Source: an optimization exercise on an open RTL-to-GDS flow (aim: small area, a short achievable clock period and few clock cycles). Production flows keep margins and buffers that such runs may drop.
Function was not checked in any run shown here: the RTL went through the layout flow alone.
Power is estimated from default activity; no workload was simulated.

--- design/flow/standard.sh ---
#!/bin/bash
# synth_recipe.tcl (not shown) runs the flow's synth.tcl, then flattens the netlist and writes it again
# the make line also repeats each setting of config.mk as NAME=value (left out here)
make -C /OpenROAD-flow-scripts/flow DESIGN_CONFIG=/design/flow/config.mk WORK_HOME=/design/flow/orfs CLKGATE_MAP_FILE= SYNTH_SCRIPT=/design/flow/synth_recipe.tcl "${@:-finish}"
--- design/flow/design.v ---
module categorizer (
  input        [15:0] F,
  output logic [18:0] D
);
  logic [4:0] ef;
  logic [9:0] f;
  logic       exp_ones, exp_zero, f_zero;
  logic [3:0] lz;
  logic [9:0] fs;
  always_comb begin
    ef = F[14:10];
    f  = F[9:0];
    exp_ones = &ef;
    exp_zero = ~|ef;
    f_zero   = ~|f;
    lz = 4'd9;
    for (int k = 0; k < 10; k++)
      if (f[k])
        lz = 4'(9 - k);
    fs = f << (lz + 4'd1);
    D[18] = F[15];
    D[17] = ~exp_ones & ~(exp_zero & f_zero);
    D[16] = exp_ones;
    if (exp_ones) begin
      D[15:10] = 6'd0;
      D[9:2]   = 8'd0;
      D[1]     = f[9];
      D[0]     = ~f_zero;
    end else if (exp_zero) begin
      D[15:10] = 6'(4'd9 - lz);
      D[9:0]   = fs;
    end else begin
      D[15:10] = 6'(ef) + 6'd9;
      D[9:0]   = f;
    end
  end
endmodule
module sig_mul (
  input  [9:0] A,
  input  [4:0] NEG,
  input  [5:0] ONE,
  input  [5:0] TWO,
  output [21:10] S,
  output [21:10] C,
  output CO   
);
  wire t1;
  wire t2;
  wire t3;
  wire t4;
  wire t5;
  wire t6;
  wire t7;
  wire t8;
  wire t9;
  wire t10;
  wire t11;
  wire t12;
  wire t13;
  wire t14;
  wire t15;
  wire t16;
  wire t17;
  wire t18;
  wire t19;
  wire t20;
  wire t21;
  wire t22;
  wire t23;
  wire t24;
  wire t25;
  wire t26;
  wire t27;
  wire t28;
  wire t29;
  wire t30;
  wire t31;
  wire t32;
  wire t33;
  wire t34;
  wire t35;
  wire t36;
  wire t37;
  wire t38;
  wire t39;
  wire t40;
  wire t41;
  wire t42;
  wire t43;
  wire t44;
  wire t45;
  wire t46;
  wire t47;
  wire t48;
  wire t49;
  wire t50;
  wire t51;
  wire t52;
  wire t53;
  wire t54;
  wire t55;
  wire t56;
  wire t57;
  wire t58;
  wire t59;
  wire t60;
  wire t61;
  wire t62;
  wire t63;
  wire t64;
  wire t65;
  wire t66;
  wire t67;
  wire t68;
  wire t69;
  wire t70;
  wire t71;
  wire t72;
  wire t73;
  wire t74;
  wire t75;
  wire t76;
  wire t77;
  wire t78;
  wire t79;
  wire t80;
  wire t81;
  wire t82;
  wire t83;
  wire t84;
  wire t85;
  wire t86;
  wire t87;
  wire t88;
  wire t89;
  wire t90;
  wire t91;
  wire t92;
  wire t93;
  wire t94;
  wire t95;
  wire t96;
  wire t97;
  wire t98;
  wire t99;
  wire t100;
  wire t101;
  wire t102;
  wire t103;
  wire t104;
  wire t105;
  wire t106;
  wire t107;
  wire t108;
  wire t109;
  wire t110;
  wire t111;
  wire t112;
  wire t113;
  wire t114;
  wire t115;
  wire t116;
  wire t117;
  wire t118;
  wire t119;
  wire t120;
  wire t121;
  wire t122;
  wire t123;
  wire t124;
  wire t125;
  wire t126;
  wire t127;
  wire t128;
  wire t129;
  wire t130;
  wire t131;
  wire t132;
  wire t133;
  wire t134;
  wire t135;
  wire t136;
  wire t137;
  wire t138;
  wire t139;
  wire t140;
  wire t141;
  wire t142;
  wire t143;
  wire t144;
  wire t145;
  wire t146;
  wire t147;
  wire t148;
  wire t149;
  wire t150;
  wire t151;
  wire t152;
  wire t153;
  wire t154;
  wire t155;
  wire t156;
  wire t157;
  wire t158;
  wire t159;
  wire t160;
  wire t161;
  wire t162;
  wire t163;
  wire t164;
  wire t165;
  wire t166;
  wire t167;
  wire t168;
  wire t169;
  wire t170;
  wire t171;
  wire t172;
  wire t173;
  wire t174;
  wire t175;
  wire t176;
  wire t177;
  wire t178;
  wire t179;
  wire t180;
  wire t181;
  wire t182;
  wire t183;
  wire t184;
  assign t1 = (((ONE[0] & A[0])) ^ NEG[0]);
  assign t2 = (((ONE[0] & A[1]) | (TWO[0] & A[0])) ^ NEG[0]);
  assign t3 = (((ONE[0] & A[2]) | (TWO[0] & A[1])) ^ NEG[0]);
  assign t4 = (((ONE[0] & A[3]) | (TWO[0] & A[2])) ^ NEG[0]);
  assign t5 = (((ONE[0] & A[4]) | (TWO[0] & A[3])) ^ NEG[0]);
  assign t6 = (((ONE[0] & A[5]) | (TWO[0] & A[4])) ^ NEG[0]);
  assign t7 = (((ONE[0] & A[6]) | (TWO[0] & A[5])) ^ NEG[0]);
  assign t8 = (((ONE[0] & A[7]) | (TWO[0] & A[6])) ^ NEG[0]);
  assign t9 = (((ONE[0] & A[8]) | (TWO[0] & A[7])) ^ NEG[0]);
  assign t10 = (((ONE[0] & A[9]) | (TWO[0] & A[8])) ^ NEG[0]);
  assign t11 = (((ONE[0]) | (TWO[0] & A[9])) ^ NEG[0]);
  assign t12 = (((TWO[0])) ^ NEG[0]);
  assign t13 = (((ONE[1] & A[0])) ^ NEG[1]);
  assign t14 = (((ONE[1] & A[1]) | (TWO[1] & A[0])) ^ NEG[1]);
  assign t15 = (((ONE[1] & A[2]) | (TWO[1] & A[1])) ^ NEG[1]);
  assign t16 = (((ONE[1] & A[3]) | (TWO[1] & A[2])) ^ NEG[1]);
  assign t17 = (((ONE[1] & A[4]) | (TWO[1] & A[3])) ^ NEG[1]);
  assign t18 = (((ONE[1] & A[5]) | (TWO[1] & A[4])) ^ NEG[1]);
  assign t19 = (((ONE[1] & A[6]) | (TWO[1] & A[5])) ^ NEG[1]);
  assign t20 = (((ONE[1] & A[7]) | (TWO[1] & A[6])) ^ NEG[1]);
  assign t21 = (((ONE[1] & A[8]) | (TWO[1] & A[7])) ^ NEG[1]);
  assign t22 = (((ONE[1] & A[9]) | (TWO[1] & A[8])) ^ NEG[1]);
  assign t23 = (((ONE[1]) | (TWO[1] & A[9])) ^ NEG[1]);
  assign t24 = (((TWO[1])) ^ NEG[1]);
  assign t25 = (((ONE[2] & A[0])) ^ NEG[2]);
  assign t26 = (((ONE[2] & A[1]) | (TWO[2] & A[0])) ^ NEG[2]);
  assign t27 = (((ONE[2] & A[2]) | (TWO[2] & A[1])) ^ NEG[2]);
  assign t28 = (((ONE[2] & A[3]) | (TWO[2] & A[2])) ^ NEG[2]);
  assign t29 = (((ONE[2] & A[4]) | (TWO[2] & A[3])) ^ NEG[2]);
  assign t30 = (((ONE[2] & A[5]) | (TWO[2] & A[4])) ^ NEG[2]);
  assign t31 = (((ONE[2] & A[6]) | (TWO[2] & A[5])) ^ NEG[2]);
  assign t32 = (((ONE[2] & A[7]) | (TWO[2] & A[6])) ^ NEG[2]);
  assign t33 = (((ONE[2] & A[8]) | (TWO[2] & A[7])) ^ NEG[2]);
  assign t34 = (((ONE[2] & A[9]) | (TWO[2] & A[8])) ^ NEG[2]);
  assign t35 = (((ONE[2]) | (TWO[2] & A[9])) ^ NEG[2]);
  assign t36 = (((TWO[2])) ^ NEG[2]);
  assign t37 = (((ONE[3] & A[0])) ^ NEG[3]);
  assign t38 = (((ONE[3] & A[1]) | (TWO[3] & A[0])) ^ NEG[3]);
  assign t39 = (((ONE[3] & A[2]) | (TWO[3] & A[1])) ^ NEG[3]);
  assign t40 = (((ONE[3] & A[3]) | (TWO[3] & A[2])) ^ NEG[3]);
  assign t41 = (((ONE[3] & A[4]) | (TWO[3] & A[3])) ^ NEG[3]);
  assign t42 = (((ONE[3] & A[5]) | (TWO[3] & A[4])) ^ NEG[3]);
  assign t43 = (((ONE[3] & A[6]) | (TWO[3] & A[5])) ^ NEG[3]);
  assign t44 = (((ONE[3] & A[7]) | (TWO[3] & A[6])) ^ NEG[3]);
  assign t45 = (((ONE[3] & A[8]) | (TWO[3] & A[7])) ^ NEG[3]);
  assign t46 = (((ONE[3] & A[9]) | (TWO[3] & A[8])) ^ NEG[3]);
  assign t47 = (((ONE[3]) | (TWO[3] & A[9])) ^ NEG[3]);
  assign t48 = (((TWO[3])) ^ NEG[3]);
  assign t49 = (((ONE[4] & A[0])) ^ NEG[4]);
  assign t50 = (((ONE[4] & A[1]) | (TWO[4] & A[0])) ^ NEG[4]);
  assign t51 = (((ONE[4] & A[2]) | (TWO[4] & A[1])) ^ NEG[4]);
  assign t52 = (((ONE[4] & A[3]) | (TWO[4] & A[2])) ^ NEG[4]);
  assign t53 = (((ONE[4] & A[4]) | (TWO[4] & A[3])) ^ NEG[4]);
  assign t54 = (((ONE[4] & A[5]) | (TWO[4] & A[4])) ^ NEG[4]);
  assign t55 = (((ONE[4] & A[6]) | (TWO[4] & A[5])) ^ NEG[4]);
  assign t56 = (((ONE[4] & A[7]) | (TWO[4] & A[6])) ^ NEG[4]);
  assign t57 = (((ONE[4] & A[8]) | (TWO[4] & A[7])) ^ NEG[4]);
  assign t58 = (((ONE[4] & A[9]) | (TWO[4] & A[8])) ^ NEG[4]);
  assign t59 = (((ONE[4]) | (TWO[4] & A[9])) ^ NEG[4]);
  assign t60 = (((TWO[4])) ^ NEG[4]);
  assign t61 = ((ONE[5] & A[0]));
  assign t62 = ((ONE[5] & A[1]) | (TWO[5] & A[0]));
  assign t63 = ((ONE[5] & A[2]) | (TWO[5] & A[1]));
  assign t64 = ((ONE[5] & A[3]) | (TWO[5] & A[2]));
  assign t65 = ((ONE[5] & A[4]) | (TWO[5] & A[3]));
  assign t66 = ((ONE[5] & A[5]) | (TWO[5] & A[4]));
  assign t67 = ((ONE[5] & A[6]) | (TWO[5] & A[5]));
  assign t68 = ((ONE[5] & A[7]) | (TWO[5] & A[6]));
  assign t69 = ((ONE[5] & A[8]) | (TWO[5] & A[7]));
  assign t70 = ((ONE[5] & A[9]) | (TWO[5] & A[8]));
  assign t71 = ((ONE[5]) | (TWO[5] & A[9]));
  assign t72 = ((TWO[5]));
  assign t73 = t7 ^ t17;
  assign t74 = t7 & t17;
  assign t75 = t8 ^ t18;
  assign t76 = t8 & t18;
  assign t77 = t9 ^ t19 ^ t29;
  assign t78 = (t9 & t19) | (t9 & t29) | (t19 & t29);
  assign t79 = t39 ^ t49;
  assign t80 = t39 & t49;
  assign t81 = t10 ^ t20 ^ t30;
  assign t82 = (t10 & t20) | (t10 & t30) | (t20 & t30);
  assign t83 = t40 ^ t50;
  assign t84 = t40 & t50;
  assign t85 = t11 ^ t21 ^ t31;
  assign t86 = (t11 & t21) | (t11 & t31) | (t21 & t31);
  assign t87 = t41 ^ t51 ^ t61;
  assign t88 = (t41 & t51) | (t41 & t61) | (t51 & t61);
  assign t89 = t12 ^ t22 ^ t32;
  assign t90 = (t12 & t22) | (t12 & t32) | (t22 & t32);
  assign t91 = t42 ^ t52 ^ t62;
  assign t92 = (t42 & t52) | (t42 & t62) | (t52 & t62);
  assign t93 = t23 ^ t33 ^ t43;
  assign t94 = (t23 & t33) | (t23 & t43) | (t33 & t43);
  assign t95 = t53 ^ t63 ^ NEG[0];
  assign t96 = (t53 & t63) | (t53 & NEG[0]) | (t63 & NEG[0]);
  assign t97 = t24 ^ t34 ^ t44;
  assign t98 = (t24 & t34) | (t24 & t44) | (t34 & t44);
  assign t99 = t54 ^ t64 ^ NEG[0];
  assign t100 = (t54 & t64) | (t54 & NEG[0]) | (t64 & NEG[0]);
  assign t101 = t35 ^ t45 ^ t55;
  assign t102 = (t35 & t45) | (t35 & t55) | (t45 & t55);
  assign t103 = t65 ^ ~NEG[0] ^ ~NEG[1];
  assign t104 = (t65 & ~NEG[0]) | (t65 & ~NEG[1]) | (~NEG[0] & ~NEG[1]);
  assign t105 = t36 ^ t46 ^ t56;
  assign t106 = (t36 & t46) | (t36 & t56) | (t46 & t56);
  assign t107 = t66 ^ 1'b1;
  assign t108 = t66 & 1'b1;
  assign t109 = t47 ^ t57 ^ t67;
  assign t110 = (t47 & t57) | (t47 & t67) | (t57 & t67);
  assign t111 = t48 ^ t58;
  assign t112 = t48 & t58;
  assign t113 = t5 ^ t15;
  assign t114 = t5 & t15;
  assign t115 = t6 ^ t16;
  assign t116 = t6 & t16;
  assign t117 = t73 ^ t27 ^ t37;
  assign t118 = (t73 & t27) | (t73 & t37) | (t27 & t37);
  assign t119 = t75 ^ t28 ^ t38;
  assign t120 = (t75 & t28) | (t75 & t38) | (t28 & t38);
  assign t121 = t77 ^ t79 ^ NEG[4];
  assign t122 = (t77 & t79) | (t77 & NEG[4]) | (t79 & NEG[4]);
  assign t123 = t81 ^ t83 ^ t78;
  assign t124 = (t81 & t83) | (t81 & t78) | (t83 & t78);
  assign t125 = t85 ^ t87 ^ t82;
  assign t126 = (t85 & t87) | (t85 & t82) | (t87 & t82);
  assign t127 = t89 ^ t91 ^ t86;
  assign t128 = (t89 & t91) | (t89 & t86) | (t91 & t86);
  assign t129 = t93 ^ t95 ^ t90;
  assign t130 = (t93 & t95) | (t93 & t90) | (t95 & t90);
  assign t131 = t97 ^ t99 ^ t94;
  assign t132 = (t97 & t99) | (t97 & t94) | (t99 & t94);
  assign t133 = t101 ^ t103 ^ t98;
  assign t134 = (t101 & t103) | (t101 & t98) | (t103 & t98);
  assign t135 = t105 ^ t107 ^ t102;
  assign t136 = (t105 & t107) | (t105 & t102) | (t107 & t102);
  assign t137 = t109 ^ ~NEG[2] ^ t106;
  assign t138 = (t109 & ~NEG[2]) | (t109 & t106) | (~NEG[2] & t106);
  assign t139 = t111 ^ t68 ^ 1'b1;
  assign t140 = (t111 & t68) | (t111 & 1'b1) | (t68 & 1'b1);
  assign t141 = t59 ^ t69 ^ ~NEG[3];
  assign t142 = (t59 & t69) | (t59 & ~NEG[3]) | (t69 & ~NEG[3]);
  assign t143 = t60 ^ t70;
  assign t144 = t60 & t70;
  assign t145 = t3 ^ t13;
  assign t146 = t3 & t13;
  assign t147 = t4 ^ t14;
  assign t148 = t4 & t14;
  assign t149 = t113 ^ t25 ^ NEG[2];
  assign t150 = (t113 & t25) | (t113 & NEG[2]) | (t25 & NEG[2]);
  assign t151 = t115 ^ t26 ^ t114;
  assign t152 = (t115 & t26) | (t115 & t114) | (t26 & t114);
  assign t153 = t117 ^ NEG[3] ^ t116;
  assign t154 = (t117 & NEG[3]) | (t117 & t116) | (NEG[3] & t116);
  assign t155 = t119 ^ t74 ^ t118;
  assign t156 = (t119 & t74) | (t119 & t118) | (t74 & t118);
  assign t157 = t121 ^ t76 ^ t120;
  assign t158 = (t121 & t76) | (t121 & t120) | (t76 & t120);
  assign t159 = t123 ^ t80 ^ t122;
  assign t160 = (t123 & t80) | (t123 & t122) | (t80 & t122);
  assign t161 = t125 ^ t84 ^ t124;
  assign t162 = (t125 & t84) | (t125 & t124) | (t84 & t124);
  assign t163 = t127 ^ t88 ^ t126;
  assign t164 = (t127 & t88) | (t127 & t126) | (t88 & t126);
  assign t165 = t129 ^ t92 ^ t128;
  assign t166 = (t129 & t92) | (t129 & t128) | (t92 & t128);
  assign t167 = t131 ^ t96 ^ t130;
  assign t168 = (t131 & t96) | (t131 & t130) | (t96 & t130);
  assign t169 = t133 ^ t100 ^ t132;
  assign t170 = (t133 & t100) | (t133 & t132) | (t100 & t132);
  assign t171 = t135 ^ t104 ^ t134;
  assign t172 = (t135 & t104) | (t135 & t134) | (t104 & t134);
  assign t173 = t137 ^ t108 ^ t136;
  assign t174 = (t137 & t108) | (t137 & t136) | (t108 & t136);
  assign t175 = t139 ^ t110 ^ t138;
  assign t176 = (t139 & t110) | (t139 & t138) | (t110 & t138);
  assign t177 = t141 ^ t112 ^ t140;
  assign t178 = (t141 & t112) | (t141 & t140) | (t112 & t140);
  assign t179 = t143 ^ 1'b1 ^ t142;
  assign t180 = (t143 & 1'b1) | (t143 & t142) | (1'b1 & t142);
  assign t181 = t71 ^ ~NEG[4] ^ t144;
  assign t182 = (t71 & ~NEG[4]) | (t71 & t144) | (~NEG[4] & t144);
  assign t183 = t72 ^ 1'b1;
  assign t184 = t72 & 1'b1;
  wire [21:0] r0 = {t183, t181, t179, t177, t175, t173, t171, t169, t167, t165, t163, t161, t159, t157, t155, t153, t151, t149, t147, t145, t2, t1};
  wire [21:0] r1 = {t182, t180, t178, t176, t174, t172, t170, t168, t166, t164, t162, t160, t158, t156, t154, t152, t150, t148, t146, NEG[1], 1'b0, NEG[0]};
  wire [10:0] low = {1'b0, r0[9:0]} + {1'b0, r1[9:0]};
  assign S = r0[21:10];
  assign C = r1[21:10];
  assign CO = low[10];
endmodule
module booth_enc (
  input        [9:0] B,
  output logic [4:0] NEG,
  output logic [5:0] ONE,
  output logic [5:0] TWO
);
  logic [11:0] b;   
  always_comb begin
    b = {1'b1, B, 1'b0};
    for (int k = 0; k < 5; k++) begin
      NEG[k] = b[2*k+2] & ~(b[2*k+1] & b[2*k]);
      ONE[k] = b[2*k+1] ^ b[2*k];
      TWO[k] = (b[2*k+2] & ~b[2*k+1] & ~b[2*k]) | (~b[2*k+2] & b[2*k+1] & b[2*k]);
    end
    ONE[5] = ~b[10];
    TWO[5] = b[10];
  end
endmodule
module subnorm_calc (
  input        [11:0] MS   ,
  input        [11:0] MC   ,
  input               CO   ,
  input        [ 5:0] R    ,
  input               ADD  ,
  input               OVF  ,
  input               OVF63,
  input               SGN  ,
  input               SP   ,
  output logic [41:0] X    ,
  output logic        CI   ,
  output logic        SPO     
);
  logic [11:0] m;
  logic [11:0] mt;
  logic        neg;
  logic [81:0] v;
  always_comb begin
    m   = MS + MC + 12'(CO);
    neg = ADD & SGN;
    mt  = ADD ? ({m[11:1], m[0] & ~m[11]} ^ {12{SGN}}) : 12'd0;
    v   = {{41{neg}}, mt, {29{neg}}};
    X   = 42'(v >> R);
    CI  = neg;
    SPO = SP | OVF | (OVF63 & m[11]);
  end
endmodule
module multiplier (
  input        [18:0] A     ,
  input        [25:0] B     ,
  output logic [11:0] MS    ,
  output logic [11:0] MC    ,
  output logic        CO    ,
  output logic [ 5:0] R     ,
  output logic        ADD   ,
  output logic        OVF   ,
  output logic        OVF63 ,
  output logic        SGN   ,
  output logic        SP    ,  
  output logic        NAN   ,
  output logic        SPSIGN
);
  logic a_zero, b_zero, a_inf, b_inf, a_nan, b_nan, a_snan, b_snan;
  logic [6:0] esum;
  logic       nz;
  sig_mul sm (
    .A  (A[9:0]  ),
    .NEG(B[16:12]),
    .ONE(B[11:6] ),
    .TWO(B[5:0]  ),
    .S  (MS      ),
    .C  (MC      ),
    .CO (CO      )
  );
  always_comb begin
    esum  = 7'(A[15:10]) + 7'(B[22:17]);
    nz    = A[17] & B[24];   
    R     = ~esum[5:0];
    ADD   = nz & (esum >= 7'd23) & ~esum[6];
    OVF   = nz & esum[6];
    OVF63 = nz & (esum[5:0] == 6'd63);
    SGN   = A[18] ^ B[25];
    a_zero = ~A[17] & ~A[16];
    b_zero = ~B[24] & ~B[23];
    a_nan  = A[16] & A[0];
    b_nan  = B[23] & B[0];
    a_inf  = A[16] & ~A[0];
    b_inf  = B[23] & ~B[0];
    a_snan = a_nan & ~A[1];
    b_snan = b_nan & ~B[1];
    NAN = a_nan | b_nan | (a_inf & b_zero) | (a_zero & b_inf);
    SP  = NAN | a_inf | b_inf;
    if (a_snan)
      SPSIGN = A[18];
    else if (b_snan)
      SPSIGN = B[25];
    else if (a_nan)
      SPSIGN = A[18];
    else if (b_nan)
      SPSIGN = B[25];
    else
      SPSIGN = A[18] ^ B[25];
  end
endmodule
module post_add_norm (
  input        [41:0] SUM ,
  output logic        SIGN,
  output logic [41:0] MAG
);
  logic [41:0] z;
  always_comb begin
    SIGN = SUM[41];
    z = {SUM[40:0], 1'b0};
    for (int l = 1; l < 42; l = l * 2)
      for (int i = 0; i < 42; i++)
        if ((i / l) % 2 == 1)
          z[i] = z[i] | z[(i / l) * l - 1];
    MAG = SUM ^ ({42{SIGN}} & z);
  end
endmodule
module final_result (
  input        [41:0] MAG    ,
  input               SIGN   ,
  input               SP_ANY ,
  input               SP_NAN ,
  input               SP_SIGN,
  output logic [15:0] DO
);
  logic [39:0] v;
  logic [ 4:0] lz;
  logic        sub;
  logic        ovf;
  always_comb begin
    v = MAG[39:0];
    lz[4] = ~|v[39:24]; if (lz[4]) v = v << 16;
    lz[3] = ~|v[39:32]; if (lz[3]) v = v << 8;
    lz[2] = ~|v[39:36]; if (lz[2]) v = v << 4;
    lz[1] = ~|v[39:38]; if (lz[1]) v = v << 2;
    lz[0] = ~v[39];     if (lz[0]) v = v << 1;
    sub = ~|MAG[39:10];   
    ovf = (|MAG[41:40]) || ((&MAG[39:29]) && (|MAG[28:0]));
    if (SP_ANY)
      DO = {SP_SIGN, SP_NAN ? 15'h7FFF : 15'h7C00};
    else if (ovf)
      DO = {SIGN, 15'h7C00};
    else if (sub)
      DO = {SIGN, 5'd0, MAG[9:0]};
    else
      DO = {SIGN, 5'd30 - lz, v[38:29]};
  end
endmodule
module acc (
  input               CLK    ,
  input               RSTn   ,
  input               DVI    ,
  input               DVN    ,  
  input        [41:0] X      ,
  input               CI     ,
  input               SP     ,
  input               NAN    ,
  input               SPSIGN ,
  output logic [41:0] ACC    ,
  output logic        FIN    ,  
  output logic        SP_ANY ,
  output logic        SP_NAN ,
  output logic        SP_SIGN
);
  logic [1:0] cnt;
  logic       first;   
  logic       first_n;
  logic       clr;     
  always_comb
    first_n = DVI ? (cnt == 2'd3) : first;
  always_ff @(negedge RSTn, posedge CLK)
    if (!RSTn)
      clr <= 1'b0;
    else
      clr <= DVN && first_n;
  logic [41:0] a, g, p, gg, pp;
  always_comb begin
    a  = clr ? 42'd0 : ACC;
    g  = a & X;
    p  = a ^ X;
    gg = g;
    pp = p;
    gg[0] = g[0] | (p[0] & CI);
    for (int l = 1; l < 42; l = l * 2)
      for (int i = 0; i < 42; i++)
        if ((i / l) % 2 == 1) begin
          gg[i] = gg[i] | (pp[i] & gg[(i / l) * l - 1]);
          pp[i] = pp[i] & pp[(i / l) * l - 1];
        end
  end
  always_ff @(posedge CLK)
    ACC <= p ^ {gg[40:0], CI};
  always_ff @(negedge RSTn, posedge CLK)
    if (!RSTn) begin
      cnt   <= 2'd0;
      first <= 1'b1;
      FIN   <= 1'b0;
    end else begin
      if (DVI) begin
        cnt   <= cnt + 2'd1;
      end
      first <= first_n;
      FIN <= DVI && (cnt == 2'd3);
    end
  always_ff @(posedge CLK)
    if (DVI && (first || (!SP_ANY && SP))) begin
      SP_ANY  <= SP;
      SP_NAN  <= NAN;
      SP_SIGN <= SPSIGN;
    end
endmodule
module mac (
  input               CLK ,
  input               RSTn,
  input               DVI ,
  input        [18:0] A   ,
  input        [25:0] B   ,
  output logic        FIN ,
  output logic [44:0] RES
);
  logic [11:0] p_ms, p_mc;
  logic        p_co;
  logic [ 5:0] p_r;
  logic        p_add, p_ovf, p_ovf63;
  logic        p_sgn, p_sp, p_nan, p_spsign;
  multiplier mul (
    .A     (A       ),
    .B     (B       ),
    .MS    (p_ms    ),
    .MC    (p_mc    ),
    .CO    (p_co    ),
    .R     (p_r     ),
    .ADD   (p_add   ),
    .OVF   (p_ovf   ),
    .OVF63 (p_ovf63 ),
    .SGN   (p_sgn   ),
    .SP    (p_sp    ),
    .NAN   (p_nan   ),
    .SPSIGN(p_spsign)
  );
  logic        m_v;
  logic [11:0] m_ms, m_mc;
  logic        m_co;
  logic [ 5:0] m_r;
  logic        m_add, m_ovf, m_ovf63;
  logic        m_sgn, m_sp, m_nan, m_spsign;
  always_ff @(negedge RSTn, posedge CLK)
    if (!RSTn)
      m_v <= 1'b0;
    else
      m_v <= DVI;
  always_ff @(posedge CLK) begin
    m_ms     <= p_ms;
    m_mc     <= p_mc;
    m_co     <= p_co;
    m_r      <= p_r;
    m_add    <= p_add & DVI;
    m_ovf    <= p_ovf;
    m_ovf63  <= p_ovf63;
    m_sgn    <= p_sgn;
    m_sp     <= p_sp;
    m_nan    <= p_nan;
    m_spsign <= p_spsign;
  end
  logic [41:0] q_x;
  logic        q_ci, q_sp;
  subnorm_calc align (
    .MS  (m_ms  ),
    .MC  (m_mc  ),
    .CO  (m_co  ),
    .R    (m_r    ),
    .ADD  (m_add  ),
    .OVF  (m_ovf  ),
    .OVF63(m_ovf63),
    .SGN (m_sgn ),
    .SP  (m_sp  ),
    .X   (q_x   ),
    .CI  (q_ci  ),
    .SPO (q_sp  )
  );
  logic        a_v;
  logic [41:0] a_x;
  logic        a_ci, a_sp, a_nan, a_spsign;
  always_ff @(negedge RSTn, posedge CLK)
    if (!RSTn)
      a_v <= 1'b0;
    else
      a_v <= m_v;
  always_ff @(posedge CLK) begin
    a_x      <= q_x;
    a_ci     <= q_ci;
    a_sp     <= q_sp;
    a_nan    <= m_nan;
    a_spsign <= m_spsign;
  end
  acc accum (
    .CLK    (CLK      ),
    .RSTn   (RSTn     ),
    .DVI    (a_v      ),
    .DVN    (m_v      ),
    .X      (a_x      ),
    .CI     (a_ci     ),
    .SP     (a_sp     ),
    .NAN    (a_nan    ),
    .SPSIGN (a_spsign ),
    .ACC    (RES[41:0]),
    .FIN    (FIN      ),
    .SP_ANY (RES[42]  ),
    .SP_NAN (RES[43]  ),
    .SP_SIGN(RES[44]  )
  );
endmodule
module sa #(parameter DIMENSION = 4) (
  input                                             CLK ,
  input                                             RSTn,
  input        [DIMENSION-1:0]                      DVI ,
  input        [          1:0][DIMENSION-1:0][15:0] DI  ,
  output logic [DIMENSION-1:0][DIMENSION-1:0]       DVO ,
  output logic [DIMENSION-1:0][DIMENSION-1:0][15:0] DO
);
  localparam N = DIMENSION;
  localparam W  = 19;   
  localparam WC = 26;   
  logic [N-1:0][W-1:0]  row_dec, col_dec;
  for (genvar i = 0; i < N; i++) begin : g_dec
    categorizer row_cat (.F(DI[0][i]), .D(row_dec[i]));
    categorizer col_cat (.F(DI[1][i]), .D(col_dec[i]));
  end
  logic [N-1:0][N:0][W-1:0]    row_pp;
  logic [N-1:0][W-1:0]         col_q;     
  logic [N-1:0][WC-1:0]        col_enc;
  logic [N-1:0][N-1:1][WC-1:0] col_pp;    
  logic [N-1:0][N:0]           dv_pp;
  for (genvar i = 0; i < N; i++) begin : g_pp
    logic [4:0] neg;
    logic [5:0] one, two;
    booth_enc col_bth (.B(col_q[i][9:0]), .NEG(neg), .ONE(one), .TWO(two));
    always_comb
      if (col_q[i][16])
        col_enc[i] = {col_q[i][18:10], 15'd0, col_q[i][1:0]};
      else
        col_enc[i] = {col_q[i][18:10], neg, one, two};
    always_ff @(posedge CLK) begin
      row_pp[i][0] <= row_dec[i];
      for (int d = 1; d <= N; d++)
        row_pp[i][d] <= row_pp[i][d-1];
      col_q[i]     <= col_dec[i];
      col_pp[i][1] <= col_enc[i];
      for (int d = 2; d < N; d++)
        col_pp[i][d] <= col_pp[i][d-1];
    end
    always_ff @(negedge RSTn, posedge CLK)
      if (!RSTn)
        dv_pp[i] <= '0;
      else
        dv_pp[i] <= {dv_pp[i][N-1:0], DVI[i]};
  end
  logic [N-1:0][N-1:0]       fin;
  logic [N-1:0][N-1:0][44:0] res;
  logic [N-1:0][44:0]        sel;
  logic [N-1:0][15:0]        result;
  logic [N-1:0][15:0]        do_q;
  logic [N-1:0][41:0]        mag_q;
  logic [N-1:0]              sign_q;
  logic [N-1:0][2:0]         sp_q;
  logic [N-1:0][N-1:0]       fin_q;
  logic [N-1:0]              n_sign;
  logic [N-1:0][41:0]        n_mag;
  for (genvar i = 0; i < N; i++) begin : g_row
    for (genvar j = 0; j < N; j++) begin : g_pe
      localparam int DR = (i == 0) ? j + 1 : j;
      localparam int DC = (i == 0) ? 1 : i;
      mac pe (
        .CLK (CLK          ),
        .RSTn(RSTn         ),
        .DVI (dv_pp[i][DR] ),
        .A   (row_pp[i][DR]),
        .B   (col_pp[j][DC]),
        .FIN (fin[i][j]   ),
        .RES (res[i][j]   )
      );
    end
    always_comb begin
      sel[i] = '0;
      for (int j = 0; j < N; j++)
        sel[i] = sel[i] | (res[i][j] & {45{fin[i][j]}});
    end
    post_add_norm abs_val (
      .SUM (sel[i][41:0]),
      .SIGN(n_sign[i]   ),
      .MAG (n_mag[i]    )
    );
    always_ff @(posedge CLK) begin
      mag_q[i]  <= n_mag[i];
      sign_q[i] <= n_sign[i];
      sp_q[i]   <= sel[i][44:42];
    end
    always_ff @(negedge RSTn, posedge CLK)
      if (!RSTn)
        fin_q[i] <= '0;
      else
        fin_q[i] <= fin[i];
    final_result fr (
      .MAG    (mag_q[i]   ),
      .SIGN   (sign_q[i]  ),
      .SP_ANY (sp_q[i][0] ),
      .SP_NAN (sp_q[i][1] ),
      .SP_SIGN(sp_q[i][2] ),
      .DO     (result[i]  )
    );
    always_ff @(posedge CLK)
      do_q[i] <= result[i];
    always_ff @(posedge CLK)
      DVO[i] <= fin_q[i];
    for (genvar j = 0; j < N; j++) begin : g_do
      always_comb
        DO[i][j] = do_q[i];
    end
  end
endmodule
--- design/flow/flow/run.sh ---
#!/bin/bash
# Own layout flow: the standard synthesis unchanged, then the standard
# ORFS steps with timing repair aimed below the 10 ns clock period (the
# design is still laid out and signed off at the design's clock period and
# constraints), gate resizing across cell footprints, a clock tree without
# dummy loads, buf_2 port buffers, and the DO pins that share a register
# placed side by side.
# Each step's output goes to a log file of its own.
set -euo pipefail

# extra make variables for the layout steps
EXTRA="MATCH_CELL_FOOTPRINT=0 SETUP_SLACK_MARGIN=6.55 PRE_IO_PLACEMENT_TCL=$(pwd)/flow/io.tcl"
export BUFFER_PORTS_ARGS="-buffer_cell sky130_fd_sc_hd__buf_2"
export CTS_ARGS="-sink_clustering_enable -repair_clock_nets -sink_clustering_size 40 -sink_clustering_max_diameter 50 -dont_use_dummy_load"

bash standard.sh synth > synth.log 2>&1
sed "s|\"\${@:-finish}\"|$EXTRA \"\${@:-finish}\"|" standard.sh > layout.sh
for step in floorplan place cts route finish; do
  bash layout.sh $step > $step.log 2>&1
done
--- design/flow/constraint.sdc ---
create_clock -name core_clock -period 10.0 [get_ports {CLK}]
set_input_delay 2.0000 -clock core_clock [delete_from_list [all_inputs] [get_ports {CLK}]]
set_output_delay 2.0000 -clock core_clock [all_outputs]
set_load 0.01 [all_outputs]
--- design/flow/flow/io.tcl ---
# Pin placement: the four DO ports of a row that show the same register bit
# (DO[i][0..3][b]) are placed next to each other.
for {set i 0} {$i < 4} {incr i} {
  for {set b 0} {$b < 16} {incr b} {
    set pins {}
    for {set j 0} {$j < 4} {incr j} {
      lappend pins "DO\[[expr {$i * 64 + $j * 16 + $b}]\]"
    }
    set_io_pin_constraint -group -order -pin_names $pins
  }
}
--- design/flow/config.mk ---
export PLATFORM = sky130hd
export DESIGN_NAME = sa
export DESIGN_NICKNAME = sa
export VERILOG_FILES = /design/flow/design.v
export SDC_FILE = /design/flow/constraint.sdc
export NUM_CORES = 8
export LEC_CHECK = 0
export ABC_AREA = 1
export CAP_MARGIN = 20
export CORE_MARGIN = 2
export CORE_UTILIZATION = 50
export SLEW_MARGIN = 20
==> flow_summary.yaml, run 1 <==
status:
  status: "no timing/DRC/antenna violations"
power:
  seqPwrFrac_pct: 26.3
  p_clk_share_pct: 14.4
  ir_drop_uv: 213.4
  p_comb_share_pct: 59.2
  netSwitchingFraction_pct: 48.23
  leakagePower_nw: 111.7
  p_sw_mw: 38.53
  power.internal_mw: 41.35
  powerDensity_mw_per_mm2: 358.0
setup_path:
  crit_path_max_incr_delay_ps: 350
  critical_path_required_ps: 8000
  cp_slowest_cell: "dfxtp_4"
  worstPathArrival_ps: 1460
  path_cells: "buf_2"
  cp-end-kind: "primary output"
  criticalPathCategory: "flop to primary output"
  crit_path_start_kind: "flop"
  cp_top_family: "flip-flops"
  crit_path_max_fanout: 4
  cp_num_buf_inv: 1
run:
  max-cap-violations: 0
clock_network:
  cts_inserted_buffers: 382
  clock_tree.root_cell: "clkbuf_16"
  ctsHoldBuffers: 0
  clk_pin_slew_ps: 60
  clkSinkCount: 3156
  ctsHtreeMaxLevel: 5
  clock_path_buffers: 4
  insertion_delay_ps: 990
  cts_tree: "yes"
global_routing:
  antenna_found_initial: 59
  grt_pass1_vias: 165200
  overflow: 0
  grt_max_degree: 51
  grt_pass1_wl_mm: 1009
  track_usage_pct: 32.26
detailed_routing:
  drc: 0
  wl_per_cell_microns: 21.13
  ant_nets: 0
  viasPerCell: 5.490
  drt_pass1_iterations: 7
  drt_iter0_drc: 16430
  totalWireLength_mm: 674.3
  vias: 175200
logic_synthesis:
  synth_edf_count: 48
  synth_seq_cells: 3156
  netlist_area_sq_mm: 0.1990
  ys.flop_type: "dfxtp_1"
  yosys_warnings: 9
  yosys.area.top_type: "dfxtp_1"
  synth_area_per_cell_sq_um: 7.585
  synth_area_leaders: "dfxtp_1 (30%), nand2_1 (11%), fa_1 (8.2%), ha_1 (8.0%), xor2_1 (6.7%)"
  yosysSeqAreaShare_pct: 32.31
  netlist.area_leader.share_pct: 30.05
  netlist_instances: 26240
  synth_fp_nets: 28460
  synth_cell_types: 77
  async_flop_share_pct: 3.834
floorplan:
  die_h_microns: 634.9
  core.rowCount: 231
  coreArea_sq_mm: 0.3960
  chipWidth_microns: 634.9
  io_pins: 406
  initial_core_util_pct: 50.25
  die_area_sq_mm: 0.4030
timing:
  holdWs_ps: 295.8
  fmax_mhz: 289.3
  rsz0062_at_grt: "true"
  drv_slew: 0
  post-route-period-util_pct: 34.57
  finalHoldViolCount: 0
  worst_slack_ps: 6543
  period_needed_ps: 3457
  slew_headroom_pct: 19.46
  setup_viol: 0
  tns_ps: 0
  tightest_slew_ps: 1208
  fin_skew_ps: 106.6
final_layout:
  postLayoutCellArea_sq_mm: 0.2231
  syn2layout_area_growth_pct: 12.13
  final_cell_mix: "nand2_1 (5544), inv_1 (3366), dfxtp_1 (2786)"
  nFillCells: 37760
  layout-drive-gt1-share_pct: 9.972
  final_nets: 28830
  final_common_cell: "nand2_1"
  fin_cells: 31910
placement:
  dp_hpwl_mm: 525.6
  dp_cells: 30920
  placed_area_sq_mm: 0.2042
  place.gp.congestion: 1.018
  io_buffers: 405
  dpl_worst_slack_ps: 5119
min_path:
  hp-class: "flop to flop"
-- power groups by stage --
stage	clock (mW)	combinational, mW	sequential [mW]
after floorplan	0	32.1	19.2
after global placement	0	43.3	20.9
after detailed placement	0	43.8	21.0
after CTS	11.8	45.7	21.0
after global routing	12.3	52.9	21.4
final	11.5	47.3	21.0
-- cell type report --
type                            instances  area (sq um)  area share [%]
Antenna cell                           58         145.1         0.06505
Clock buffer                          382          9559           4.284
Timing Repair inverter                 17         87.58         0.03925
Timing Repair Buffer                 1105          9651           4.325
Tap cell                             5242          6559           2.939
Multi-Input combinational cell      18230        117700           52.74
Sequential cell                      3156         64790           29.04
Inverter                             3717         14670           6.574
-- metrics by stage --
step / power, mW / util (%)
floorplan: 51.36 / -
global placement: 64.27 / 51.55
detailed placement: 64.81 / 51.56
CTS: 78.39 / 55.43
global route: 86.57 / 56.34
finish: 79.89 / 56.35
-- final timing paths --
| check | from | endpoint | cells after the start | slack (ps) |
|---|---|---|---|---|
| min reg2reg | col_q[10] | col_pp[17] | 0 | 300 |
| min | col_q[10] | col_pp[17] | 0 | 300 |
| max | do_q[47] | DO[191] | 1 | 6540 |
| max in group asynchronous | RSTn | g_row[1].g_pe[2].pe.accum.clr | 3 | 7170 |
| max reg2reg | col_pp[26] | g_row[2].g_pe[0].pe.m_co | 12 | 6590 |
| min in group asynchronous | RSTn | fin_q[12] | 1 | 950 |
-- metal layers --
| metal | global-route usage, % | part of all wire (%) |
|---|---|---|
| met4 | 12.71 | 4.4 |
| met2 | 49.08 | 43 |
| met1 | 45.48 | 45 |
| met3 | 5.383 | 8.0 |
| met5 | 0 | 0.032 |
-- repair_timing --
action	4_1_cts	5_1_grt
resized for setup	792	557
endpoints found under the setup margin	823	952
setup buffers	269	237
gates cloned	29	13
pin swaps	109	166
-- cells in the mapped netlist, drive strengths merged, types with 151 or more instances --
library cell / count
a21oi: 1159
buf: 441
clkbuf: 694
clkinv: 191
dfxtp: 2987
fa: 816
ha: 1272
inv: 3526
nand2: 5700
nand3: 1970
nor2: 2034
nor3: 151
o21ai: 1172
o22ai: 1101
xnor2: 346
xor2: 1521
-- state kept, by name, summed over array words and instances, names as in the netlist, 19 cells and up --
name                     flops
g_row.g_pe.pe.m_r           96
do_q                        64
row_pp                      19
mag_q                      168
g_row.g_pe.pe.accum.ACC    672
g_row.g_pe.pe.m_mc         192
col_pp                     312
col_q                       76
g_row.g_pe.pe.m_ms         188
g_row.g_pe.pe.a_x          672
g_row.g_pe.pe.A            304
g_row.g_pe.pe.accum.cnt     32
-- cells by family after synthesis --
| logic type | count (synthesis) | share of synthesized area [%] |
|---|---|---|
| multiplexers | 7 | 0.03584 |
| XOR/XNOR | 1867 | 8.225 |
| AO/OA/AOI/OAI | 4177 | 12.36 |
| adder cells (fa/ha/maj) | 2088 | 16.21 |
| flip-flops | 3156 | 32.31 |
| buffers and inverters | 4852 | 9.765 |
| AND/OR/NAND/NOR | 10090 | 21.10 |
==> inputs of run 2 (changes only) <==
--- a/design/flow/design.v
+++ b/design/flow/design.v
@@ -300,120 +300,120 @@
   assign t70 = ((ONE[5] & A[9]) | (TWO[5] & A[8]));
   assign t71 = ((ONE[5]) | (TWO[5] & A[9]));
   assign t72 = ((TWO[5]));
-  assign t73 = t7 ^ t17;
-  assign t74 = t7 & t17;
-  assign t75 = t8 ^ t18;
-  assign t76 = t8 & t18;
-  assign t77 = t9 ^ t19 ^ t29;
-  assign t78 = (t9 & t19) | (t9 & t29) | (t19 & t29);
-  assign t79 = t39 ^ t49;
-  assign t80 = t39 & t49;
-  assign t81 = t10 ^ t20 ^ t30;
-  assign t82 = (t10 & t20) | (t10 & t30) | (t20 & t30);
-  assign t83 = t40 ^ t50;
-  assign t84 = t40 & t50;
-  assign t85 = t11 ^ t21 ^ t31;
-  assign t86 = (t11 & t21) | (t11 & t31) | (t21 & t31);
-  assign t87 = t41 ^ t51 ^ t61;
-  assign t88 = (t41 & t51) | (t41 & t61) | (t51 & t61);
-  assign t89 = t12 ^ t22 ^ t32;
-  assign t90 = (t12 & t22) | (t12 & t32) | (t22 & t32);
-  assign t91 = t42 ^ t52 ^ t62;
-  assign t92 = (t42 & t52) | (t42 & t62) | (t52 & t62);
-  assign t93 = t23 ^ t33 ^ t43;
-  assign t94 = (t23 & t33) | (t23 & t43) | (t33 & t43);
-  assign t95 = t53 ^ t63 ^ NEG[0];
-  assign t96 = (t53 & t63) | (t53 & NEG[0]) | (t63 & NEG[0]);
-  assign t97 = t24 ^ t34 ^ t44;
-  assign t98 = (t24 & t34) | (t24 & t44) | (t34 & t44);
-  assign t99 = t54 ^ t64 ^ NEG[0];
-  assign t100 = (t54 & t64) | (t54 & NEG[0]) | (t64 & NEG[0]);
-  assign t101 = t35 ^ t45 ^ t55;
-  assign t102 = (t35 & t45) | (t35 & t55) | (t45 & t55);
-  assign t103 = t65 ^ ~NEG[0] ^ ~NEG[1];
-  assign t104 = (t65 & ~NEG[0]) | (t65 & ~NEG[1]) | (~NEG[0] & ~NEG[1]);
-  assign t105 = t36 ^ t46 ^ t56;
-  assign t106 = (t36 & t46) | (t36 & t56) | (t46 & t56);
-  assign t107 = t66 ^ 1'b1;
-  assign t108 = t66 & 1'b1;
-  assign t109 = t47 ^ t57 ^ t67;
-  assign t110 = (t47 & t57) | (t47 & t67) | (t57 & t67);
-  assign t111 = t48 ^ t58;
-  assign t112 = t48 & t58;
-  assign t113 = t5 ^ t15;
-  assign t114 = t5 & t15;
-  assign t115 = t6 ^ t16;
-  assign t116 = t6 & t16;
-  assign t117 = t73 ^ t27 ^ t37;
-  assign t118 = (t73 & t27) | (t73 & t37) | (t27 & t37);
-  assign t119 = t75 ^ t28 ^ t38;
-  assign t120 = (t75 & t28) | (t75 & t38) | (t28 & t38);
-  assign t121 = t77 ^ t79 ^ NEG[4];
-  assign t122 = (t77 & t79) | (t77 & NEG[4]) | (t79 & NEG[4]);
-  assign t123 = t81 ^ t83 ^ t78;
-  assign t124 = (t81 & t83) | (t81 & t78) | (t83 & t78);
-  assign t125 = t85 ^ t87 ^ t82;
-  assign t126 = (t85 & t87) | (t85 & t82) | (t87 & t82);
-  assign t127 = t89 ^ t91 ^ t86;
-  assign t128 = (t89 & t91) | (t89 & t86) | (t91 & t86);
-  assign t129 = t93 ^ t95 ^ t90;
-  assign t130 = (t93 & t95) | (t93 & t90) | (t95 & t90);
-  assign t131 = t97 ^ t99 ^ t94;
-  assign t132 = (t97 & t99) | (t97 & t94) | (t99 & t94);
-  assign t133 = t101 ^ t103 ^ t98;
-  assign t134 = (t101 & t103) | (t101 & t98) | (t103 & t98);
-  assign t135 = t105 ^ t107 ^ t102;
-  assign t136 = (t105 & t107) | (t105 & t102) | (t107 & t102);
-  assign t137 = t109 ^ ~NEG[2] ^ t106;
-  assign t138 = (t109 & ~NEG[2]) | (t109 & t106) | (~NEG[2] & t106);
-  assign t139 = t111 ^ t68 ^ 1'b1;
-  assign t140 = (t111 & t68) | (t111 & 1'b1) | (t68 & 1'b1);
-  assign t141 = t59 ^ t69 ^ ~NEG[3];
-  assign t142 = (t59 & t69) | (t59 & ~NEG[3]) | (t69 & ~NEG[3]);
-  assign t143 = t60 ^ t70;
-  assign t144 = t60 & t70;
-  assign t145 = t3 ^ t13;
-  assign t146 = t3 & t13;
-  assign t147 = t4 ^ t14;
-  assign t148 = t4 & t14;
-  assign t149 = t113 ^ t25 ^ NEG[2];
-  assign t150 = (t113 & t25) | (t113 & NEG[2]) | (t25 & NEG[2]);
-  assign t151 = t115 ^ t26 ^ t114;
-  assign t152 = (t115 & t26) | (t115 & t114) | (t26 & t114);
-  assign t153 = t117 ^ NEG[3] ^ t116;
-  assign t154 = (t117 & NEG[3]) | (t117 & t116) | (NEG[3] & t116);
-  assign t155 = t119 ^ t74 ^ t118;
-  assign t156 = (t119 & t74) | (t119 & t118) | (t74 & t118);
-  assign t157 = t121 ^ t76 ^ t120;
-  assign t158 = (t121 & t76) | (t121 & t120) | (t76 & t120);
-  assign t159 = t123 ^ t80 ^ t122;
-  assign t160 = (t123 & t80) | (t123 & t122) | (t80 & t122);
-  assign t161 = t125 ^ t84 ^ t124;
-  assign t162 = (t125 & t84) | (t125 & t124) | (t84 & t124);
-  assign t163 = t127 ^ t88 ^ t126;
-  assign t164 = (t127 & t88) | (t127 & t126) | (t88 & t126);
-  assign t165 = t129 ^ t92 ^ t128;
-  assign t166 = (t129 & t92) | (t129 & t128) | (t92 & t128);
-  assign t167 = t131 ^ t96 ^ t130;
-  assign t168 = (t131 & t96) | (t131 & t130) | (t96 & t130);
-  assign t169 = t133 ^ t100 ^ t132;
-  assign t170 = (t133 & t100) | (t133 & t132) | (t100 & t132);
-  assign t171 = t135 ^ t104 ^ t134;
-  assign t172 = (t135 & t104) | (t135 & t134) | (t104 & t134);
-  assign t173 = t137 ^ t108 ^ t136;
-  assign t174 = (t137 & t108) | (t137 & t136) | (t108 & t136);
-  assign t175 = t139 ^ t110 ^ t138;
-  assign t176 = (t139 & t110) | (t139 & t138) | (t110 & t138);
-  assign t177 = t141 ^ t112 ^ t140;
-  assign t178 = (t141 & t112) | (t141 & t140) | (t112 & t140);
-  assign t179 = t143 ^ 1'b1 ^ t142;
-  assign t180 = (t143 & 1'b1) | (t143 & t142) | (1'b1 & t142);
-  assign t181 = t71 ^ ~NEG[4] ^ t144;
-  assign t182 = (t71 & ~NEG[4]) | (t71 & t144) | (~NEG[4] & t144);
+  assign t73 = t3 ^ t13;
+  assign t74 = t3 & t13;
+  assign t75 = t4 ^ t14;
+  assign t76 = t4 & t14;
+  assign t77 = t5 ^ t15 ^ t25;
+  assign t78 = (t5 & t15) | (t5 & t25) | (t15 & t25);
+  assign t79 = t6 ^ t16 ^ t26;
+  assign t80 = (t6 & t16) | (t6 & t26) | (t16 & t26);
+  assign t81 = t7 ^ t17 ^ t27;
+  assign t82 = (t7 & t17) | (t7 & t27) | (t17 & t27);
+  assign t83 = t37 ^ NEG[3];
+  assign t84 = t37 & NEG[3];
+  assign t85 = t8 ^ t18 ^ t28;
+  assign t86 = (t8 & t18) | (t8 & t28) | (t18 & t28);
+  assign t87 = t9 ^ t19 ^ t29;
+  assign t88 = (t9 & t19) | (t9 & t29) | (t19 & t29);
+  assign t89 = t39 ^ t49 ^ NEG[4];
+  assign t90 = (t39 & t49) | (t39 & NEG[4]) | (t49 & NEG[4]);
+  assign t91 = t10 ^ t20 ^ t30;
+  assign t92 = (t10 & t20) | (t10 & t30) | (t20 & t30);
+  assign t93 = t40 ^ t50;
+  assign t94 = t40 & t50;
+  assign t95 = t11 ^ t21 ^ t31;
+  assign t96 = (t11 & t21) | (t11 & t31) | (t21 & t31);
+  assign t97 = t41 ^ t51 ^ t61;
+  assign t98 = (t41 & t51) | (t41 & t61) | (t51 & t61);
+  assign t99 = t12 ^ t22 ^ t32;
+  assign t100 = (t12 & t22) | (t12 & t32) | (t22 & t32);
+  assign t101 = t42 ^ t52 ^ t62;
+  assign t102 = (t42 & t52) | (t42 & t62) | (t52 & t62);
+  assign t103 = t23 ^ t33 ^ t43;
+  assign t104 = (t23 & t33) | (t23 & t43) | (t33 & t43);
+  assign t105 = t53 ^ t63 ^ NEG[0];
+  assign t106 = (t53 & t63) | (t53 & NEG[0]) | (t63 & NEG[0]);
+  assign t107 = t24 ^ t34 ^ t44;
+  assign t108 = (t24 & t34) | (t24 & t44) | (t34 & t44);
+  assign t109 = t54 ^ t64 ^ NEG[0];
+  assign t110 = (t54 & t64) | (t54 & NEG[0]) | (t64 & NEG[0]);
+  assign t111 = t35 ^ t45 ^ t55;
+  assign t112 = (t35 & t45) | (t35 & t55) | (t45 & t55);
+  assign t113 = t65 ^ ~NEG[0] ^ ~NEG[1];
+  assign t114 = (t65 & ~NEG[0]) | (t65 & ~NEG[1]) | (~NEG[0] & ~NEG[1]);
+  assign t115 = t36 ^ t46 ^ t56;
+  assign t116 = (t36 & t46) | (t36 & t56) | (t46 & t56);
+  assign t117 = t66 ^ 1'b1;
+  assign t118 = t66 & 1'b1;
+  assign t119 = t47 ^ t57 ^ t67;
+  assign t120 = (t47 & t57) | (t47 & t67) | (t57 & t67);
+  assign t121 = t48 ^ t58;
+  assign t122 = t48 & t58;
+  assign t123 = t77 ^ NEG[2];
+  assign t124 = t77 & NEG[2];
+  assign t125 = t79 ^ t78;
+  assign t126 = t79 & t78;
+  assign t127 = t81 ^ t83 ^ t80;
+  assign t128 = (t81 & t83) | (t81 & t80) | (t83 & t80);
+  assign t129 = t85 ^ t38 ^ t82;
+  assign t130 = (t85 & t38) | (t85 & t82) | (t38 & t82);
+  assign t131 = t87 ^ t89 ^ t86;
+  assign t132 = (t87 & t89) | (t87 & t86) | (t89 & t86);
+  assign t133 = t91 ^ t93 ^ t88;
+  assign t134 = (t91 & t93) | (t91 & t88) | (t93 & t88);
+  assign t135 = t95 ^ t97 ^ t92;
+  assign t136 = (t95 & t97) | (t95 & t92) | (t97 & t92);
+  assign t137 = t99 ^ t101 ^ t96;
+  assign t138 = (t99 & t101) | (t99 & t96) | (t101 & t96);
+  assign t139 = t103 ^ t105 ^ t100;
+  assign t140 = (t103 & t105) | (t103 & t100) | (t105 & t100);
+  assign t141 = t107 ^ t109 ^ t104;
+  assign t142 = (t107 & t109) | (t107 & t104) | (t109 & t104);
+  assign t143 = t111 ^ t113 ^ t108;
+  assign t144 = (t111 & t113) | (t111 & t108) | (t113 & t108);
+  assign t145 = t115 ^ t117 ^ t112;
+  assign t146 = (t115 & t117) | (t115 & t112) | (t117 & t112);
+  assign t147 = t119 ^ ~NEG[2] ^ t116;
+  assign t148 = (t119 & ~NEG[2]) | (t119 & t116) | (~NEG[2] & t116);
+  assign t149 = t121 ^ t68 ^ 1'b1;
+  assign t150 = (t121 & t68) | (t121 & 1'b1) | (t68 & 1'b1);
+  assign t151 = t59 ^ t69 ^ ~NEG[3];
+  assign t152 = (t59 & t69) | (t59 & ~NEG[3]) | (t69 & ~NEG[3]);
+  assign t153 = t60 ^ t70;
+  assign t154 = t60 & t70;
+  assign t155 = t129 ^ t84;
+  assign t156 = t129 & t84;
+  assign t157 = t131 ^ t130;
+  assign t158 = t131 & t130;
+  assign t159 = t133 ^ t90 ^ t132;
+  assign t160 = (t133 & t90) | (t133 & t132) | (t90 & t132);
+  assign t161 = t135 ^ t94 ^ t134;
+  assign t162 = (t135 & t94) | (t135 & t134) | (t94 & t134);
+  assign t163 = t137 ^ t98 ^ t136;
+  assign t164 = (t137 & t98) | (t137 & t136) | (t98 & t136);
+  assign t165 = t139 ^ t102 ^ t138;
+  assign t166 = (t139 & t102) | (t139 & t138) | (t102 & t138);
+  assign t167 = t141 ^ t106 ^ t140;
+  assign t168 = (t141 & t106) | (t141 & t140) | (t106 & t140);
+  assign t169 = t143 ^ t110 ^ t142;
+  assign t170 = (t143 & t110) | (t143 & t142) | (t110 & t142);
+  assign t171 = t145 ^ t114 ^ t144;
+  assign t172 = (t145 & t114) | (t145 & t144) | (t114 & t144);
+  assign t173 = t147 ^ t118 ^ t146;
+  assign t174 = (t147 & t118) | (t147 & t146) | (t118 & t146);
+  assign t175 = t149 ^ t120 ^ t148;
+  assign t176 = (t149 & t120) | (t149 & t148) | (t120 & t148);
+  assign t177 = t151 ^ t122 ^ t150;
+  assign t178 = (t151 & t122) | (t151 & t150) | (t122 & t150);
+  assign t179 = t153 ^ 1'b1 ^ t152;
+  assign t180 = (t153 & 1'b1) | (t153 & t152) | (1'b1 & t152);
+  assign t181 = t71 ^ ~NEG[4] ^ t154;
+  assign t182 = (t71 & ~NEG[4]) | (t71 & t154) | (~NEG[4] & t154);
   assign t183 = t72 ^ 1'b1;
   assign t184 = t72 & 1'b1;
-  wire [21:0] r0 = {t183, t181, t179, t177, t175, t173, t171, t169, t167, t165, t163, t161, t159, t157, t155, t153, t151, t149, t147, t145, t2, t1};
-  wire [21:0] r1 = {t182, t180, t178, t176, t174, t172, t170, t168, t166, t164, t162, t160, t158, t156, t154, t152, t150, t148, t146, NEG[1], 1'b0, NEG[0]};
+  wire [21:0] r0 = {t183, t181, t179, t177, t175, t173, t171, t169, t167, t165, t163, t161, t159, t157, t155, t127, t125, t123, t75, t73, t2, t1};
+  wire [21:0] r1 = {t182, t180, t178, t176, t174, t172, t170, t168, t166, t164, t162, t160, t158, t156, t128, t126, t124, t76, t74, NEG[1], 1'b0, NEG[0]};
   wire [10:0] low = {1'b0, r0[9:0]} + {1'b0, r1[9:0]};
   assign S = r0[21:10];
   assign C = r1[21:10];
@@ -438,31 +438,32 @@
   end
 endmodule
 module subnorm_calc (
-  input        [11:0] MS   ,
-  input        [11:0] MC   ,
-  input               CO   ,
-  input        [ 5:0] R    ,
-  input               ADD  ,
-  input               OVF  ,
-  input               OVF63,
-  input               SGN  ,
-  input               SP   ,
-  output logic [41:0] X    ,
-  output logic        CI   ,
-  output logic        SPO     
+  input        [11:0] MS  ,
+  input        [11:0] MC  ,
+  input               CO  ,
+  input        [ 6:0] ESUM,
+  input               SGN ,
+  input               NZ  ,
+  input               SP  ,
+  output logic [41:0] X   ,
+  output logic        CI  ,
+  output logic        SPO    
 );
   logic [11:0] m;
   logic [11:0] mt;
-  logic        neg;
+  logic        add, neg;
+  logic [ 5:0] r;
   logic [81:0] v;
   always_comb begin
     m   = MS + MC + 12'(CO);
-    neg = ADD & SGN;
-    mt  = ADD ? ({m[11:1], m[0] & ~m[11]} ^ {12{SGN}}) : 12'd0;
+    add = NZ & (ESUM >= 7'd23) & ~ESUM[6];
+    neg = add & SGN;
+    mt  = add ? ({m[11:1], m[0] & ~m[11]} ^ {12{SGN}}) : 12'd0;
+    r   = ~ESUM[5:0];
     v   = {{41{neg}}, mt, {29{neg}}};
-    X   = 42'(v >> R);
+    X   = 42'(v >> r);
     CI  = neg;
-    SPO = SP | OVF | (OVF63 & m[11]);
+    SPO = SP | (NZ & (ESUM[6] | ((ESUM[5:0] == 6'd63) & m[11])));
   end
 endmodule
 module multiplier (
@@ -471,18 +472,14 @@
   output logic [11:0] MS    ,
   output logic [11:0] MC    ,
   output logic        CO    ,
-  output logic [ 5:0] R     ,
-  output logic        ADD   ,
-  output logic        OVF   ,
-  output logic        OVF63 ,
+  output logic [ 6:0] ESUM  ,
   output logic        SGN   ,
+  output logic        NZ    ,  
   output logic        SP    ,  
   output logic        NAN   ,
   output logic        SPSIGN
 );
   logic a_zero, b_zero, a_inf, b_inf, a_nan, b_nan, a_snan, b_snan;
-  logic [6:0] esum;
-  logic       nz;
   sig_mul sm (
     .A  (A[9:0]  ),
     .NEG(B[16:12]),
@@ -493,13 +490,9 @@
     .CO (CO      )
   );
   always_comb begin
-    esum  = 7'(A[15:10]) + 7'(B[22:17]);
-    nz    = A[17] & B[24];   
-    R     = ~esum[5:0];
-    ADD   = nz & (esum >= 7'd23) & ~esum[6];
-    OVF   = nz & esum[6];
-    OVF63 = nz & (esum[5:0] == 6'd63);
-    SGN   = A[18] ^ B[25];
+    ESUM = 7'(A[15:10]) + 7'(B[22:17]);
+    SGN  = A[18] ^ B[25];
+    NZ   = A[17] & B[24];
     a_zero = ~A[17] & ~A[16];
     b_zero = ~B[24] & ~B[23];
     a_nan  = A[16] & A[0];
@@ -643,20 +636,17 @@
 );
   logic [11:0] p_ms, p_mc;
   logic        p_co;
-  logic [ 5:0] p_r;
-  logic        p_add, p_ovf, p_ovf63;
-  logic        p_sgn, p_sp, p_nan, p_spsign;
+  logic [ 6:0] p_esum;
+  logic        p_sgn, p_nz, p_sp, p_nan, p_spsign;
   multiplier mul (
     .A     (A       ),
     .B     (B       ),
     .MS    (p_ms    ),
     .MC    (p_mc    ),
     .CO    (p_co    ),
-    .R     (p_r     ),
-    .ADD   (p_add   ),
-    .OVF   (p_ovf   ),
-    .OVF63 (p_ovf63 ),
+    .ESUM  (p_esum  ),
     .SGN   (p_sgn   ),
+    .NZ    (p_nz    ),
     .SP    (p_sp    ),
     .NAN   (p_nan   ),
     .SPSIGN(p_spsign)
@@ -664,9 +654,8 @@
   logic        m_v;
   logic [11:0] m_ms, m_mc;
   logic        m_co;
-  logic [ 5:0] m_r;
-  logic        m_add, m_ovf, m_ovf63;
-  logic        m_sgn, m_sp, m_nan, m_spsign;
+  logic [ 6:0] m_esum;
+  logic        m_sgn, m_nz, m_sp, m_nan, m_spsign;
   always_ff @(negedge RSTn, posedge CLK)
     if (!RSTn)
       m_v <= 1'b0;
@@ -676,11 +665,9 @@
     m_ms     <= p_ms;
     m_mc     <= p_mc;
     m_co     <= p_co;
-    m_r      <= p_r;
-    m_add    <= p_add & DVI;
-    m_ovf    <= p_ovf;
-    m_ovf63  <= p_ovf63;
+    m_esum   <= p_esum;
     m_sgn    <= p_sgn;
+    m_nz     <= p_nz & DVI;
     m_sp     <= p_sp;
     m_nan    <= p_nan;
     m_spsign <= p_spsign;
@@ -691,11 +678,9 @@
     .MS  (m_ms  ),
     .MC  (m_mc  ),
     .CO  (m_co  ),
-    .R    (m_r    ),
-    .ADD  (m_add  ),
-    .OVF  (m_ovf  ),
-    .OVF63(m_ovf63),
+    .ESUM(m_esum),
     .SGN (m_sgn ),
+    .NZ  (m_nz  ),
     .SP  (m_sp  ),
     .X   (q_x   ),
     .CI  (q_ci  ),
--- a/design/flow/flow/run.sh
+++ b/design/flow/flow/run.sh
@@ -11,7 +11,7 @@
 # extra make variables for the layout steps
 EXTRA="MATCH_CELL_FOOTPRINT=0 SETUP_SLACK_MARGIN=6.55 PRE_IO_PLACEMENT_TCL=$(pwd)/flow/io.tcl"
 export BUFFER_PORTS_ARGS="-buffer_cell sky130_fd_sc_hd__buf_2"
-export CTS_ARGS="-sink_clustering_enable -repair_clock_nets -sink_clustering_size 40 -sink_clustering_max_diameter 50 -dont_use_dummy_load"
+export CTS_ARGS="-sink_clustering_enable -repair_clock_nets -sink_clustering_size 40 -sink_clustering_max_diameter 60 -dont_use_dummy_load"
 
 bash standard.sh synth > synth.log 2>&1
 sed "s|\"\${@:-finish}\"|$EXTRA \"\${@:-finish}\"|" standard.sh > layout.sh
--- a/design/flow/config.mk
+++ b/design/flow/config.mk
@@ -9,4 +9,5 @@
 export CAP_MARGIN = 20
 export CORE_MARGIN = 2
 export CORE_UTILIZATION = 50
+export PLACE_DENSITY = 0.68
 export SLEW_MARGIN = 20
==> run 2 against run 1 <==
Effect of this change:
- final cell count fell by 3.4%
- worst hold slack got worse by 20 ps
- clock power fell by 15%
- sequential power barely moved
- synthesized cell count fell by 3.9%
- worst setup slack improved by 1.4 ps
- core utilization fell by 0.54 points
- sequential cell count fell by 16
- sequential share of layout area rose by 0.92 points
- combinational power fell by 6.3%
- total power fell by 6.2%
- count of clock-buffer cells in the layout fell by 87
==> flow_summary.yaml, run 2 <==
setup_path:
  worstPathArrival_ps: 4230
  crit_path_start_kind: "flop"
  crit_path_max_fanout: 9
  criticalPathCategory: "flop to flop"
  critical_path_required_ps: 10780
  cp-end-kind: "flop"
  reg2reg_slack_ps: 6540
global_routing:
  grt_use_met3_pct: 5.565
  grt_max_degree: 51
  met1_usage_pct: 39.82
  antenna_found_initial: 57
  grt-busiest-layer: "met2"
  grt_pass1_wl_mm: 945.7
  gr-usage-met2_pct: 48.90
  overflow: 0
  grt_pass1_vias: 158400
  track_usage_pct: 31.21
logic_synthesis:
  yosysMostFrequentCell: "nand2_1"
  netlist_area_sq_mm: 0.1937
  yosysSeqAreaShare_pct: 33.03
  synth_seq_cells: 3140
  yosys_warnings: 9
  netlist_instances: 25220
  synth_area_per_cell_sq_um: 7.679
  async_flop_share_pct: 3.854
  yosys.area.top_type: "dfxtp_1"
  synthTopCellsByCount: "nand2_1 (5603), inv_1 (3154), dfxtp_1 (2971), nor2_1 (1822), nand3_1 (1743)"
  ys.flop_type: "dfxtp_1"
  netlist.area_leader.share_pct: 30.71
  synth_edf_count: 48
  synth_cell_types: 76
  synth_fp_nets: 27430
  synth_area_leaders: "dfxtp_1 (31%), nand2_1 (11%), fa_1 (8.4%), ha_1 (8.1%), xor2_1 (7.0%)"
timing:
  post-route-period-util_pct: 34.55
  tns_ps: 0
  holdWs_ps: 275.7
  setup_viol: 0
  tightest_slew_ps: 1221
  period_needed_ps: 3455
  slew_headroom_pct: 17.72
  fmax_mhz: 289.4
  finalHoldViolCount: 0
  rsz0062_at_grt: "true"
  fin_skew_ps: 113.7
  drv_slew: 0
final_layout:
  fin_cells: 30830
  layout-drive-gt1-share_pct: 10.21
  final_cell_mix: "nand2_1 (5544), inv_1 (3040), dfxtp_1 (2721)"
  syn2layout_area_growth_pct: 11.16
  final_common_cell: "nand2_1"
  postLayoutCellArea_sq_mm: 0.2153
  largestRegisters: "g_row.g_pe.pe.a_x: 672 flops, g_row.g_pe.pe.accum.ACC: 672 flops, col_pp: 312 flops"
  final_nets: 27820
power:
  ir_drop_uv: 241.2
  powerDensity_mw_per_mm2: 348.0
  leakagePower_nw: 108.3
placement:
  dp_hpwl_mm: 490.6
  io_buffers: 405
  place.gp.congestion: 1.011
  placed_area_sq_mm: 0.1986
  dp_cells: 29860
floorplan:
  die_area_sq_mm: 0.3923
  core.rowCount: 228
  io_pins: 406
  coreArea_sq_mm: 0.3857
  chipWidth_microns: 626.3
  initial_core_util_pct: 50.21
  die_h_microns: 626.3
status:
  status: "no timing/DRC/antenna violations"
clock_network:
  ctsHoldBuffers: 0
  insertion_delay_ps: 970
  clkSinkCount: 3140
  clock_path_buffers: 4
  clock_tree.root_cell: "clkbuf_16"
  cts_inserted_buffers: 295
  ctsHtreeMaxLevel: 5
  cts_tree: "yes"
  clk_pin_slew_ps: 90
detailed_routing:
  totalWireLength_mm: 633.1
  wl_per_cell_microns: 20.54
  drt_iter0_drc: 15720
  viasPerCell: 5.480
  ant_nets: 0
  drc: 0
  drt_pass1_iterations: 7
  vias: 168900
run:
  max-cap-violations: 0
min_path:
  hp-class: "flop to flop"
[run 2: repair_timing]
action	4_1_cts	5_1_grt
setup buffers	265	308
hold endpoints to repair	0	0
resized for setup	643	568
cloned	32	25
pin swaps	108	145
endpoints found under the setup margin	1187	1063
[run 2: layer usage]
| metal | routed length, microns | share of wire, % |
|---|---|---|
| met1 | 259800 | 41 |
| met5 | 242 | 0.038 |
| met2 | 277300 | 44 |
| met3 | 49260 | 7.8 |
| met4 | 46480 | 7.3 |
[run 2: cells by family after synthesis]
family / share of synthesized area (%)
AO/OA/AOI/OAI: 11.88
buffers and inverters: 9.407
AND/OR/NAND/NOR: 20.64
flip-flops: 33.03
adder cells (fa/ha/maj): 16.58
multiplexers: 0.09950
XOR/XNOR: 8.363
[run 2: final cells by class]
type / count / area (sq um)
inverters: 3487 / 14020
multi-input cells: 17540 / 113600
clock buffers: 295 / 7382
diodes: 50 / 125.1
repair inverters: 29 / 157.7
repair buffers: 1111 / 9017
well taps: 5175 / 6475
fillers: 35830 / 170400
flip-flops and latches: 3140 / 64500
[run 2: worst max-delay path, cell delays in order (launching register included)]
cell,delay (ps)
dfxtp_1,660
inv_1,290
o22ai_1,210
xor2_1,200
ha_1,260
inv_1,80
fa_1,460
fa_1,500
inv_1,50
ha_1,300
a21oi_1,140
nand2_1,130
[run 2: per-stage QoR]
| step | total power, mW | setup WS, ps | util, % |
|---|---|---|---|
| detailed placement | 61.64 | 5009 | 51.49 |
| floorplan | 49.74 | 6260 | - |
| global placement | 60.74 | 4894 | 51.48 |
| global route | 81.18 | 6456 | 55.79 |
| CTS | 73.11 | 6458 | 54.67 |
| finish | 74.92 | 6545 | 55.81 |
[run 2: worst paths after layout]
kind                                           start  cells past startpoint                            end
max                         g_row[2].g_pe[2].pe.A[0]                     11       g_row[2].g_pe[2].pe.m_co
min                        g_row[2].g_pe[3].pe.m_nan                      0      g_row[2].g_pe[3].pe.a_nan
max reg2reg                 g_row[2].g_pe[2].pe.A[0]                     11       g_row[2].g_pe[2].pe.m_co
min reg2reg                g_row[2].g_pe[3].pe.m_nan                      0      g_row[2].g_pe[3].pe.a_nan
max in group asynchronous                       RSTn                      2  g_row[0].g_pe[1].pe.accum.clr
min in group asynchronous                       RSTn                      1                      fin_q[13]
[run 2: where the power goes]
group / switching (mW) / internal, mW / total [mW]
logic: 28.0 / 16.2 / 44.3
registers: 3.46 / 17.5 / 20.9
clock network: 4.58 / 5.17 / 9.74
total: 36.0 / 38.9 / 74.9

-- separate check: timing with driven ports --
No port has a modelled driver above. Below, the same layouts with a new extraction and two added sets of constraints. Step 1 sets driving cells, clkbuf_16 on the clock port and buf_2 on the other inputs (assumed; they add their load-dependent delay and slew). Step 2 also shifts input and output timing later by t, the mid clock arrival at the registers, as if the neighbouring blocks saw the same clock. a / b / c = no drivers / after step 1 / after step 2; a / b = the first two.
run | t (ns) | setup slack, ns
run 1 | 1.073 | 6.543 / 6.417 / 5.620
run 2 | 1.035 | 6.545 / 6.456 / 5.777
After both steps every run listed still meets setup and hold.
